This is an optimization exercise on Yosys and OpenROAD, whose aim is small area, not a production implementation. Only simulation tests tie the RTL to the original design; equivalence was not proved. Power and IR drop assume default switching activity.

==> flow/design.v <==
`timescale 1ns / 1ps
module ALU_TimeTagger(
    input clk,
    input clear,
    input count,
    input [5:0] dets,
    input [15:0] CoinWindow,
    input [23:0] tA, tB,
    output [31:0] C_0, C_1, C_2, C_3, C_4, C_5,
    output [31:0] CC_01, CC_02, CC_03, CC_04, CC_05,
    output [31:0] CC_12, CC_13, CC_14, CC_15,
    output [31:0] CC_23, CC_24, CC_25,
    output [31:0] CC_34, CC_35,
    output [31:0] CC_45
    );
    function geq;
        input [23:0] x, y;
        input [15:0] w;
        reg [23:0] a, s, c;
        reg [24:0] k;
        integer n;
        begin
            a = {8'd0, w};
            s = x ^ a ^ ~y;
            c = (x & a) | (x & ~y) | (a & ~y);
            k[1] = s[0];
            for (n = 1; n < 24; n = n + 1)
                k[n+1] = (s[n] & c[n-1]) | (s[n] & k[n]) | (c[n-1] & k[n]);
            geq = k[24] | c[23];
        end
    endfunction
    reg       countR;
    reg [5:0] detsR;
    reg       coincidence;
    always @(posedge clk) begin
        countR      <= count;
        detsR       <= dets;
        coincidence <= geq(tB, tA, CoinWindow) & geq(tA, tB, CoinWindow);
    end
    wire [14:0] pair;
    genvar i, j;
    generate
        for (i = 0; i < 6; i = i + 1) begin : gi
            for (j = i + 1; j < 6; j = j + 1) begin : gj
                assign pair[i*(11-i)/2 + j - i - 1] =
                    detsR == ((6'd1 << i) | (6'd1 << j));
            end
        end
    endgenerate
    wire [29:0] c [0:5];
    wire [29:0] cc [0:14];
    generate
        for (i = 0; i < 6; i = i + 1) begin : gc
            TT_counter u (.clk(clk), .clear(clear), .inc(countR & detsR[i]), .q(c[i]));
        end
        for (i = 0; i < 15; i = i + 1) begin : gcc
            TT_counter u (.clk(clk), .clear(clear), .inc(countR & coincidence & pair[i]), .q(cc[i]));
        end
    endgenerate
    assign C_0 = {2'b0, c[0]};
    assign C_1 = {2'b0, c[1]};
    assign C_2 = {2'b0, c[2]};
    assign C_3 = {2'b0, c[3]};
    assign C_4 = {2'b0, c[4]};
    assign C_5 = {2'b0, c[5]};
    assign CC_01 = {2'b0, cc[0]};
    assign CC_02 = {2'b0, cc[1]};
    assign CC_03 = {2'b0, cc[2]};
    assign CC_04 = {2'b0, cc[3]};
    assign CC_05 = {2'b0, cc[4]};
    assign CC_12 = {2'b0, cc[5]};
    assign CC_13 = {2'b0, cc[6]};
    assign CC_14 = {2'b0, cc[7]};
    assign CC_15 = {2'b0, cc[8]};
    assign CC_23 = {2'b0, cc[9]};
    assign CC_24 = {2'b0, cc[10]};
    assign CC_25 = {2'b0, cc[11]};
    assign CC_34 = {2'b0, cc[12]};
    assign CC_35 = {2'b0, cc[13]};
    assign CC_45 = {2'b0, cc[14]};
endmodule
module TT_counter(
    input clk,
    input clear,
    input inc,
    output reg [29:0] q
    );
    reg pend;
    wire [15:0] tl, th;
    assign tl[0] = inc;
    assign th[0] = pend;
    genvar i;
    generate
        for (i = 0; i < 15; i = i + 1) begin : g
            assign tl[i+1] = tl[i] & q[i];
            assign th[i+1] = th[i] & q[15+i];
        end
    endgenerate
    always @(posedge clk) begin
        q    <= {30{~clear}} & (q ^ {th[14:0], tl[14:0]});
        pend <= tl[15];
    end
endmodule
`timescale 1ns / 1ps
module TimeTagger #(parameter [7:0] NTaps = 8'd192)(
    input wire clk,
    input wire [5:0] det,
    input wire [7:0] fine0,
    input wire [7:0] fine1,
    input wire [7:0] fine2,
    input wire [7:0] fine3,
    input wire [7:0] fine4,
    input wire [7:0] fine5,
    output reg enable,
    input wire start,
    input wire a_rst,
    output reg done,
    input wire [31:0] intTime,
    input wire [15:0] samplingWindow,
    input wire [15:0] CoinWindow,
    output wire [31:0] C_0,
    output wire [31:0] C_1,
    output wire [31:0] C_2,
    output wire [31:0] C_3,
    output wire [31:0] C_4,
    output wire [31:0] C_5,
    output wire [31:0] CC_01,
    output wire [31:0] CC_02,
    output wire [31:0] CC_03,
    output wire [31:0] CC_04,
    output wire [31:0] CC_05,
    output wire [31:0] CC_12,
    output wire [31:0] CC_13,
    output wire [31:0] CC_14,
    output wire [31:0] CC_15,
    output wire [31:0] CC_23,
    output wire [31:0] CC_24,
    output wire [31:0] CC_25,
    output wire [31:0] CC_34,
    output wire [31:0] CC_35,
    output wire [31:0] CC_45,
    input wire [15:0] delayTT0,
    input wire [15:0] delayTT1,
    input wire [15:0] delayTT2,
    input wire [15:0] delayTT3,
    input wire [15:0] delayTT4,
    input wire [15:0] delayTT5
    );
    reg [15:0] nRemLo, nRemHi;  
    reg        remCarry;        
    reg [15:0] nWin;            
    reg [17:0] base;           
    reg        winStart;       
    reg [5:0]  dets;           
    reg [23:0] tsLo, tsHi;     
    wire integ   = enable & ~(&nRemLo & &nRemHi & ~remCarry);
    wire count   = enable & (winStart | ~integ);
    wire hasTick = ~winStart;
    wire winEnd  = nWin == 16'hfffe;
    wire [16:0] cLo, cHi, cWin;
    assign cLo[0] = 1'b1;
    assign cHi[0] = remCarry;
    assign cWin[0] = 1'b1;
    genvar i;
    generate
        for (i = 0; i < 16; i = i + 1) begin : ginc
            assign cLo[i+1]  = cLo[i] & nRemLo[i];
            assign cHi[i+1]  = cHi[i] & nRemHi[i];
            assign cWin[i+1] = cWin[i] & nWin[i];
        end
    endgenerate
    wire [5:0] curF = winStart ? 6'd0 : dets;
    wire [5:0] g    = curF | det;
    wire [5:0] gLo  = g & ~(g - 6'd1);
    wire [5:0] gHi  = {g[5], g[4] & ~g[5], g[3] & ~|g[5:4], g[2] & ~|g[5:3],
                       g[1] & ~|g[5:2], g[0] & ~|g[5:1]};
    wire wLo = winStart | |(gLo & det);
    wire wHi = winStart | |(gHi & det);
    wire [5:0] sLo = hasTick ? gLo : 6'd0;
    wire [5:0] sHi = hasTick ? gHi : 6'd0;
    function [23:0] sel_ts;
        input [5:0] s;
        input [17:0] b;
        input [15:0] d0, d1, d2, d3, d4, d5;
        input [7:0]  f0, f1, f2, f3, f4, f5;
        reg [15:0] d;
        reg [7:0]  f;
        begin
            d = ({16{s[0]}} & d0) | ({16{s[1]}} & d1) | ({16{s[2]}} & d2) |
                ({16{s[3]}} & d3) | ({16{s[4]}} & d4) | ({16{s[5]}} & d5);
            f = ({8{s[0]}} & f0) | ({8{s[1]}} & f1) | ({8{s[2]}} & f2) |
                ({8{s[3]}} & f3) | ({8{s[4]}} & f4) | ({8{s[5]}} & f5);
            sel_ts = {b, 6'd0} + {8'd0, d} - {16'd0, f};
        end
    endfunction
    wire [23:0] newLo = sel_ts(sLo, base, delayTT0, delayTT1, delayTT2, delayTT3, delayTT4, delayTT5,
                               fine0, fine1, fine2, fine3, fine4, fine5);
    wire [23:0] newHi = sel_ts(sHi, base, delayTT0, delayTT1, delayTT2, delayTT3, delayTT4, delayTT5,
                               fine0, fine1, fine2, fine3, fine4, fine5);
    wire [17:0] base3;
    wire [17:2] c3;
    assign base3[0] = ~base[0];
    assign base3[1] = ~(base[1] ^ base[0]);
    assign c3[2] = base[1] | base[0];
    generate
        for (i = 2; i < 18; i = i + 1) begin : gb3
            assign base3[i] = base[i] ^ c3[i];
            if (i < 17) begin : gc
                assign c3[i+1] = base[i] & c3[i];
            end
        end
    endgenerate
    reg [1:0] fin;   
    always @(posedge clk) begin
        if (a_rst) begin
            enable <= 1'b0;
            done   <= 1'b0;
            fin    <= 2'd0;
        end else begin
            fin <= {fin[0], enable & ~integ};
            if (!enable) begin
                if (start) begin
                    enable <= 1'b1;
                    done   <= 1'b0;
                end
            end else if (!integ) begin
                enable <= 1'b0;
            end
            if (fin[1])
                done <= 1'b1;
        end
        if (!enable) begin
            nRemLo   <= ~intTime[15:0];
            nRemHi   <= ~intTime[31:16];
            remCarry <= 1'b0;
        end else begin
            nRemLo   <= nRemLo ^ cLo[15:0];
            nRemHi   <= nRemHi ^ cHi[15:0];
            remCarry <= cLo[16];
        end
        if (!enable | winEnd)
            nWin <= ~samplingWindow;
        else
            nWin <= nWin ^ cWin[15:0];
        if (!enable | winEnd | winStart)
            base <= 18'd0;
        else
            base <= base3;
        winStart <= enable & winEnd;
        dets     <= enable ? g : 6'd0;
        if (wLo)
            tsLo <= newLo;
        if (wHi)
            tsHi <= newHi;
    end
    ALU_TimeTagger ALU_TimeTagger1(
        .clk(clk),
        .clear(~enable & start),
        .count(count),
        .dets(dets),
        .CoinWindow(CoinWindow),
        .tA(tsLo),
        .tB(tsHi),
        .C_0(C_0), .C_1(C_1), .C_2(C_2), .C_3(C_3), .C_4(C_4), .C_5(C_5),
        .CC_01(CC_01), .CC_02(CC_02), .CC_03(CC_03), .CC_04(CC_04), .CC_05(CC_05),
        .CC_12(CC_12), .CC_13(CC_13), .CC_14(CC_14), .CC_15(CC_15),
        .CC_23(CC_23), .CC_24(CC_24), .CC_25(CC_25),
        .CC_34(CC_34), .CC_35(CC_35),
        .CC_45(CC_45)
    );
endmodule
clock: 6.0 ns
lec_check: 0
cap_margin: 20
core_margin: 2
core_utilization: 40
slew_margin: 20
standard.sh (not shown) runs the stock make flow with config.mk's settings and CLKGATE_MAP_FILE= SYNTH_SCRIPT=/design/flow/synth_recipe.tcl, a recipe that flattens the netlist after the stock synthesis.
==> flow/flow/run.sh <==
#!/bin/bash
# The standard layout (standard.sh) with two changes:
# - the port buffers that buffer_ports adds use the smallest buffer cell;
# - the clock tree uses clkbuf_4 buffers on sink clusters of at most 10
#   flip-flops within 70 um, without dummy loads.
# Each tool's full output is in the ORFS logs under orfs/logs/; make's own
# output is in standard.log.
export BUFFER_PORTS_ARGS="-buffer_cell sky130_fd_sc_hd__buf_1"
export CTS_ARGS="-sink_clustering_enable -repair_clock_nets -dont_use_dummy_load -buf_list sky130_fd_sc_hd__clkbuf_4 -sink_clustering_size 10 -sink_clustering_max_diameter 70"
bash standard.sh > standard.log 2>&1
==> next run, changes <==
==> flow/flow/run.sh (replaced) <==
#!/bin/bash
# The standard layout (standard.sh) with two changes:
# - the port buffers that buffer_ports adds use the smallest buffer cell;
# - the clock tree uses clkbuf_4 buffers on sink clusters of at most 10
#   flip-flops within 50 um, without dummy loads;
# - the constant-0 outputs share synthesis's single tie cell instead of
#   getting one tie cell each (SKIP_REPAIR_TIE_FANOUT).
# Each tool's full output is in the ORFS logs under orfs/logs/; make's own
# output is in standard.log.
export BUFFER_PORTS_ARGS="-buffer_cell sky130_fd_sc_hd__buf_1"
export CTS_ARGS="-sink_clustering_enable -repair_clock_nets -dont_use_dummy_load -buf_list sky130_fd_sc_hd__clkbuf_4 -sink_clustering_size 10 -sink_clustering_max_diameter 50"
export SKIP_REPAIR_TIE_FANOUT=1
bash standard.sh > standard.log 2>&1
The new run passed the timing, DRC and antenna checks.
First-iteration DRC count decreases by 2.8%.
Design area is about the same.
Sequential cell count stays the same.
Synthesized cell count is unchanged.
Power goes up by 0.99%.
==> next run, changes <==
==> flow/flow/run.sh (replaced) <==
#!/bin/bash
# The standard layout (standard.sh) with these changes:
# - the port buffers that buffer_ports adds use the smallest buffer cell;
# - the clock tree uses clkbuf_4 buffers on sink clusters of at most 9
#   flip-flops within 40 um, without dummy loads;
export BUFFER_PORTS_ARGS="-buffer_cell sky130_fd_sc_hd__buf_1"
export CTS_ARGS="-sink_clustering_enable -repair_clock_nets -dont_use_dummy_load -buf_list sky130_fd_sc_hd__clkbuf_4 -sink_clustering_size 9 -sink_clustering_max_diameter 40"
export SKIP_REPAIR_TIE_FANOUT=1
bash standard.sh > standard.log 2>&1
CORE_ASPECT_RATIO = 2.5   (was default)
CORE_UTILIZATION = 55   (was 40)
The new run produced a clean layout.
Non-clock buffer count drops by 5.
Clock skew drops by 0.029 ns.
Power drops slightly.
Maximum frequency drops by a few percent.

==> port drivers added, routing unchanged <==
How much do the figures lean on ideal ports? The routed layouts below were timed once more, with nothing changed but the port constraints.
Step 1: set_driving_cell puts a clkbuf_16 on clk and a buf_2 on each other input, an assumption about the parent block.
Step 2 moves the port delays by t, midway between the first and last clock arrival at a register: inputs arrive t later, outputs are due t later. That takes back most of the time a late clock gives input paths.
Three values: ideal, step 1, step 2; two values: the first two.
| run | t (ns) | setup slack, ns | hold slack, ns | latest minus earliest clock arrival (ns) | slew at the worst register clock pin (ns) |
|---|---|---|---|---|---|
| the first run | 0.962 | 1.228 / 1.228 / 0.350 | 0.438 / 0.398 / 0.452 | 0.151 / 0.151 | 0.12 / 0.12 |
| the second run | 0.956 | 1.105 / 1.105 / 0.169 | 0.391 / 0.371 / 0.392 | 0.131 / 0.131 | 0.12 / 0.12 |
| the third run | 0.911 | 0.944 / 0.944 / 0.281 | 0.433 / 0.433 / 0.433 | 0.104 / 0.104 | 0.11 / 0.11 |
After both steps setup and hold are still met in every run listed. For the second run, which loses most, drivers alone change the setup slack by 0.000 ns; drivers and shift together by -0.936 ns.
